Background: an optimization exercise with open tools, aiming at a short achievable clock period and few clock cycles. Do not read the settings as production practice.
The RTL was checked by simulation tests, not by an equivalence proof against the original design.

// CPU
module CPU(
    input Clock,
    input Reset,
    input [15:0] Mem_Data,
    input SerialValid,
    input [15:0] SerialDataIn,
    input [7:0] GamePad,
    output [15:0] Mem_Addr,
    output Mem_Write,
    output [15:0] Data_Out,
    output [15:0] VGA_Start,
    output [15:0] VGA_Row,
    output SerialSend,
    output SerialRead,
    output [15:0] SerialDataOut
    );
Size in the first run: about 9700 cells after synthesis, roughly 97000 um^2 of cells after synthesis.
Settings: LEC_CHECK=0, CAP_MARGIN=20, CORE_MARGIN=2, CORE_UTILIZATION=30, PLACE_DENSITY=0.5, SLEW_MARGIN=20; clock period 13.0 ns.
standard.sh (not shown) runs the stock make flow with config.mk's settings and CLKGATE_MAP_FILE= SYNTH_SCRIPT=/design/flow/synth_recipe.tcl, a recipe that flattens the netlist after the stock synthesis.
==> flow/flow/run.sh <==
#!/bin/bash
set -euo pipefail
bash standard.sh SETUP_SLACK_MARGIN=8 finish > make_finish.log 2>&1
The starting point ran to the end with violations: max-capacitance violations, max-slew violations.
Testbench counts at the start, summed over its fixed seeds: cycles 63,901.
==> next run, changes <==
- CORE_UTILIZATION: 30 -> 40
- PLACE_DENSITY: 0.5 -> 0.6
Outcome:
- With this change the flow completed with no timing, DRC or antenna violations
- maximum frequency shrinks by 2.1%
- wire length goes up by 0.86%
- synthesized area does not change
- first-iteration DRC count rises by 17%
- final cell count is lower by 8.2%

* * *

CPU, a different RTL version from the one above (not shown whole).
For scale: about 6100 cells after synthesis.
==> flow/design.v (excerpt) <==
module CPU(
    input Clock,
    input Reset,
    input [15:0] Mem_Data,
    input SerialValid,
    input [15:0] SerialDataIn,
    input [7:0] GamePad,
    output [15:0] Mem_Addr,
    output Mem_Write,
    output [15:0] Data_Out,
    output [15:0] VGA_Start,
    output [15:0] VGA_Row,
    output SerialSend,
    output SerialRead,
    output [15:0] SerialDataOut
    );
clock: 13.0 ns
lec_check: 0
cap_margin: 20
core_margin: 2
core_utilization: 40
place_density: 0.6
slew_margin: 20
run.sh (not shown) runs the stock make flow with config.mk's settings and CLKGATE_MAP_FILE= SYNTH_SCRIPT=/design/flow/synth_recipe.tcl, a recipe that flattens the netlist after the stock synthesis.
Stock flow here: none of the scripts above is used.
Testbench counts at the start, summed over its fixed seeds: cycles 70,277.
Then changed:
==> flow/flow/run.sh (new file) <==
#!/bin/bash
set -euo pipefail
bash standard.sh SETUP_SLACK_MARGIN=8 finish > make_finish.log 2>&1
==> flow/standard.sh (new file) <==
#!/bin/bash
# synth_recipe.tcl (not shown) runs the flow's synth.tcl, then flattens the netlist and writes it again
# the make line also repeats each setting of config.mk as NAME=value (left out here)
make -C /OpenROAD-flow-scripts/flow DESIGN_CONFIG=/design/flow/config.mk WORK_HOME=/design/flow/orfs CLKGATE_MAP_FILE= SYNTH_SCRIPT=/design/flow/synth_recipe.tcl "${@:-finish}"
removed: flow/run.sh
Routed wire length increases by 8.4%. Worst setup slack improves by 2.8 ns. Sequential cell count does not change.

* * *

## v6
The RTL this note starts from:
==> flow/design.v <==
`timescale 1ns / 1ps
module CPU(
    input Clock,
    input Reset,
    input [15:0] Mem_Data,
    input SerialValid,
    input [15:0] SerialDataIn,
    input [7:0] GamePad,
    output [15:0] Mem_Addr,
    output Mem_Write,
    output [15:0] Data_Out,
    output [15:0] VGA_Start,
    output [15:0] VGA_Row,
    output SerialSend,
    output SerialRead,
    output [15:0] SerialDataOut
    );
    reg        mop;           
    reg        mld;           
    reg [15:0] mrd_oh;        
    reg [15:0] maddr;         
    reg [15:0] mdata;         
    reg        mwe;           
    reg        irv;           
    reg [15:0] fpc;           
    reg        s_mad, s_fpc, s_tgt, s_pc2, s_pc1;    
    reg [15:0] ir;
    reg [15:0] pc1, pc2, tgt;        
    reg [15:0] ra_oh;         
    reg [15:0] rb_oh;         
    reg [15:0] rd_oh;         
    reg [15:0] immv;          
    reg        p_wr, p_cmp, p_ld, p_st, p_jr, p_vgas, p_vgar, p_send, p_rdser;
    reg        a_add, a_sub, a_and, a_or, a_xor, a_not, a_lsh, a_rsh, a_alsh, a_arsh, a_mov, a_moviu;
    reg        fl, fz, fn;    
    reg        sr_q, ss_q;
    reg [15:0] sdo;
    reg [15:0] vgas, vgar;
    reg [7:0]  pad;
    reg [15:0] rf [0:15];
    reg [15:0] count, Time;
    wire [15:0] addr = ({16{s_mad}} & maddr) | ({16{s_fpc}} & fpc) | ({16{s_tgt}} & tgt)
                     | ({16{s_pc2}} & pc2) | ({16{s_pc1}} & pc1);
    assign Mem_Addr = addr;
    assign Mem_Write = mwe & Reset;
    assign Data_Out = mdata;
    assign VGA_Start = vgas;
    assign VGA_Row = vgar;
    assign SerialSend = ss_q & Reset;
    assign SerialRead = sr_q & Reset;
    assign SerialDataOut = sdo;
    wire exec = irv & ~mop;
    reg [15:0] rfa, rfb;
    integer k;
    always @(*) begin
        rfa = 16'h0000;
        rfb = 16'h0000;
        for (k = 0; k < 16; k = k + 1) begin
            rfa = rfa | ({16{ra_oh[k]}} & rf[k]);
            rfb = rfb | ({16{rb_oh[k]}} & rf[k]);
        end
    end
    wire [15:0] opa = rfa | immv;
    wire [15:0] opb = rfb;
    wire [15:0] r_add = opa + opb;
    wire [15:0] r_sub = opb - opa;
    wire [15:0] result =
          ({16{a_add}}   & r_add)
        | ({16{a_sub}}   & r_sub)
        | ({16{a_and}}   & (opa & opb))
        | ({16{a_or}}    & (opa | opb))
        | ({16{a_xor}}   & (opa ^ opb))
        | ({16{a_not}}   & {15'b0, ~|opa})
        | ({16{a_lsh}}   & {opa[14:0], 1'b0})
        | ({16{a_rsh}}   & {1'b0, opa[15:1]})
        | ({16{a_alsh}}  & {opa[14:0], opa[0]})
        | ({16{a_arsh}}  & {opa[15], opa[15:1]})
        | ({16{a_mov}}   & opa)
        | ({16{a_moviu}} & {opa[15:8], opb[7:0]});
    wire c_l = opa > opb;
    wire c_z = opa == opb;
    wire c_n = $signed(opa) > $signed(opb);
    wire nf_l = exec ? (p_cmp & c_l) : fl;
    wire nf_z = exec ? (p_cmp & c_z) : fz;
    wire nf_n = exec ? (p_cmp & c_n) : fn;
    wire x_jr   = exec & p_jr;
    wire x_ldst = exec & (p_ld | p_st);
    wire x_sv   = exec & p_rdser & SerialValid;    
    wire [15:0] wdata = mop ? Mem_Data : (p_rdser ? SerialDataIn : result);
    wire        wen_m = mop & mld;
    wire        wen_e = exec & (p_wr | (p_rdser & SerialValid));
    wire [15:0] ins = Mem_Data;
    wire [3:0] op  = ins[15:12];
    wire [3:0] ext = ins[11:8];
    wire [7:0] imm = ins[11:4];
    wire d_alu   = op == 4'h0;
    wire d_cmp   = op == 4'h3;
    wire d_ld    = op == 4'h4 && ext == 4'h0;
    wire d_st    = op == 4'h4 && ext == 4'h1;
    wire d_addi  = op == 4'h5;
    wire d_addui = op == 4'h6;
    wire d_moviu = op == 4'h7;
    wire d_movi  = op == 4'h8;
    wire d_subi  = op == 4'h9;
    wire d_cmpi  = op == 4'hB;
    wire d_jr    = op == 4'hC && ext == 4'h0;
    wire d_spc   = op == 4'hC && ext == 4'h1;
    wire d_vgas  = op == 4'hD && ext == 4'h0;
    wire d_vgar  = op == 4'hD && ext == 4'h1;
    wire d_rdser = op == 4'hD && ext == 4'h2;
    wire d_send  = op == 4'hD && ext == 4'h3;
    wire d_pad   = op == 4'hD && ext == 4'h4;
    wire d_clk   = op == 4'hD && ext == 4'h5;
    wire d_immA = d_addi | d_addui | d_moviu | d_movi | d_subi | d_cmpi | d_spc | d_pad | d_clk;
    wire d_regA = d_alu | d_cmp | d_ld | d_st | d_jr | d_vgas | d_vgar | d_send;
    wire d_regB = d_alu | d_cmp | d_st | d_addi | d_addui | d_moviu | d_subi | d_cmpi;
    wire [15:0] d_immv =
          (d_addi | d_subi | d_cmpi) ? {{8{imm[7]}}, imm}
        : (d_addui | d_movi)         ? {8'h00, imm}
        : d_moviu                    ? {imm, 8'h00}
        : d_spc                      ? addr
        : d_pad                      ? {8'h00, pad}
        : d_clk                      ? Time
        :                              16'h0000;
    wire [15:0] oh_a = 16'h0001 << ins[7:4];
    wire [15:0] oh_b = 16'h0001 << ins[3:0];
    wire [3:0] j_op  = mop ? ir[15:12] : op;
    wire [3:0] j_ext = mop ? ir[11:8]  : ext;
    wire j_isj = (j_op == 4'hA) && (j_ext <= 4'h5);
    wire j_isb = (j_op == 4'h1) && (j_ext <= 4'h4);
    wire j_rdser = mop ? p_rdser : d_rdser;
    reg cond;
    always @(*) begin
        case (j_ext)
            4'h0: cond = nf_z | nf_n;
            4'h1: cond = nf_l | nf_z;
            4'h2: cond = nf_z;
            4'h3: cond = ~nf_z & ~nf_n;
            4'h4: cond = ~nf_l;
            default: cond = 1'b1;
        endcase
    end
    wire n_mop = x_ldst;
    wire n_fo_kill = x_jr | x_sv;              
    wire n_norm = ~n_mop & ~n_fo_kill;         
    always @(posedge Clock, negedge Reset) begin
        if (~Reset) begin
            mop <= 1'b0;
            mld <= 1'b0;
            mwe <= 1'b0;
            irv <= 1'b0;
            fpc <= 16'h0000;
            s_mad <= 1'b0; s_fpc <= 1'b1; s_tgt <= 1'b0; s_pc2 <= 1'b0; s_pc1 <= 1'b0;
            fl <= 1'b0; fz <= 1'b0; fn <= 1'b0;
            sr_q <= 1'b0;
            ss_q <= 1'b0;
            vgas <= 16'h0000;
            vgar <= 16'h0000;
        end else begin
            mop <= n_mop;
            mld <= exec & p_ld;
            mwe <= exec & p_st;
            if (~mop) irv <= ~n_fo_kill;
            if (x_jr) fpc <= rfa;
            else if (x_sv) fpc <= pc2;
            s_mad <= n_mop;
            s_fpc <= ~n_mop & n_fo_kill;
            s_tgt <= n_norm & j_isj & cond;
            s_pc2 <= n_norm & j_isb & ~cond;
            s_pc1 <= n_norm & ~(j_isj & cond) & ~(j_isb & ~cond);
            if (exec) begin
                fl <= p_cmp & c_l;
                fz <= p_cmp & c_z;
                fn <= p_cmp & c_n;
            end
            sr_q <= n_norm & j_rdser;
            ss_q <= exec & p_send;
            if (exec & p_vgas) vgas <= opa;
            if (exec & p_vgar) vgar <= opa;
        end
    end
    always @(posedge Clock) begin
        pad <= GamePad;
        sdo <= opa;
        maddr <= opa;
        mdata <= opb;
        mrd_oh <= rd_oh;
        if (~mop) begin
            ir <= ins;
            pc1 <= addr + 16'h0001;
            pc2 <= addr + 16'h0002;
            tgt <= addr + {{8{ins[7]}}, ins[7:0]};
            ra_oh <= d_regA ? oh_a : 16'h0000;
            rb_oh <= d_regB ? oh_b : 16'h0000;
            rd_oh <= oh_b;
            immv <= d_immv;
            p_wr <= d_alu | d_addi | d_addui | d_moviu | d_movi | d_subi | d_spc | d_pad | d_clk;
            p_cmp <= d_cmp | d_cmpi;
            p_ld <= d_ld;
            p_st <= d_st;
            p_jr <= d_jr;
            p_vgas <= d_vgas;
            p_vgar <= d_vgar;
            p_send <= d_send;
            p_rdser <= d_rdser;
            a_and  <= d_alu & ext == 4'h1;
            a_or   <= d_alu & ext == 4'h2;
            a_xor  <= d_alu & ext == 4'h3;
            a_not  <= d_alu & ext == 4'h4;
            a_add  <= (d_alu & (ext == 4'h5 || ext == 4'h6)) | d_addi | d_addui;
            a_alsh <= d_alu & ext == 4'h7;
            a_arsh <= d_alu & ext == 4'h8;
            a_sub  <= (d_alu & ext == 4'h9) | d_subi;
            a_lsh  <= d_alu & ext == 4'hC;
            a_mov  <= (d_alu & ext == 4'hD) | d_movi | d_spc | d_pad | d_clk;
            a_rsh  <= d_alu & ext == 4'hE;
            a_moviu <= d_moviu;
        end
    end
    integer i;
    always @(posedge Clock, negedge Reset) begin
        if (~Reset) begin
            for (i = 0; i < 16; i = i + 1) rf[i] <= 16'h0000;
        end else begin
            for (i = 0; i < 16; i = i + 1)
                if ((wen_m & mrd_oh[i]) | (wen_e & rd_oh[i])) rf[i] <= wdata;
        end
    end
    always @(posedge Clock, negedge Reset) begin
        if (~Reset) begin
            Time <= 16'h0000;
            count <= 16'h0000;
        end else if (count > 16'h61a8) begin
            Time <= Time + 16'h0001;
            count <= 16'h0000;
        end else begin
            count <= count + 16'h0001;
        end
    end
endmodule
clock: 13.0 ns
lec_check: 0
abc_clock_period_in_ps: 4000
cap_margin: 20
core_margin: 2
core_utilization: 40
place_density: 0.6
slew_margin: 20
Stock flow here: none of the scripts above is used.
Testbench counts of v6, summed over its fixed seeds: cycles 74,209.
> inputs changed (v6 -> v7)
Settings: a deleted ABC_CLOCK_PERIOD_IN_PS that had been 4000.
--- outcome ---
Antenna violation net count after detailed routing: v6 vs v7 identical
v7 completed; timing, DRC and antenna clean
Area of all placed cells without fillers of v6 is on par with v7.
Comparing v6 with v7, the data arrival time of the critical path came out essentially unchanged.
Per the comparison of v7 with v6, count of multi-input combinational gates held steady; worst setup slack held steady; fraction of the cycle the final worst path needs held steady.
Count of instances resized after the clock tree is built: v7 vs v6 identical
Diff v6..v7 | initial antenna violation count | unchanged

[afterwards: timing with drivers on the ports]
No port has a modelled driver above. Below, the same layouts with a new extraction and two added sets of constraints.
Step 1 assumes that a clkbuf_16 drives the clock port and a buf_2 every other input.
Step 2, shift: input delay + t, output delay - t, t = (earliest + latest rising clock arrival at the registers) / 2. This alone moves slack from input paths to output paths.
Slacks: no drivers / after step 1 / after step 2; pairs: no drivers / after step 1.
run	shift t [ns]	slack for setup (ns)	clock arrival spread, ns	worst register clock-pin slew, ns	worst data-port slew with drivers (ns)
the first run of note 1	1.022	7.079 / 7.030 / 6.324	0.089 / 0.089	0.07 / 0.07	0.20
the second run of note 1	1.014	6.949 / 6.949 / 6.327	0.093 / 0.093	0.08 / 0.08	0.15
the first run of note 2	0.913	4.400 / 4.400 / 4.400	0.032 / 0.031	0.07 / 0.07	0.10
the second run of note 2	0.939	7.194 / 7.126 / 6.500	0.047 / 0.047	0.07 / 0.07	0.24
v6	0.681	6.372 / 6.322 / 6.322	0.032 / 0.032	0.07 / 0.07	0.06
v7	0.681	6.372 / 6.322 / 6.322	0.032 / 0.032	0.07 / 0.07	0.06
The setup slack of the first run of note 1, which loses most, moves by -0.049 ns with the drivers and by -0.755 ns with both steps.
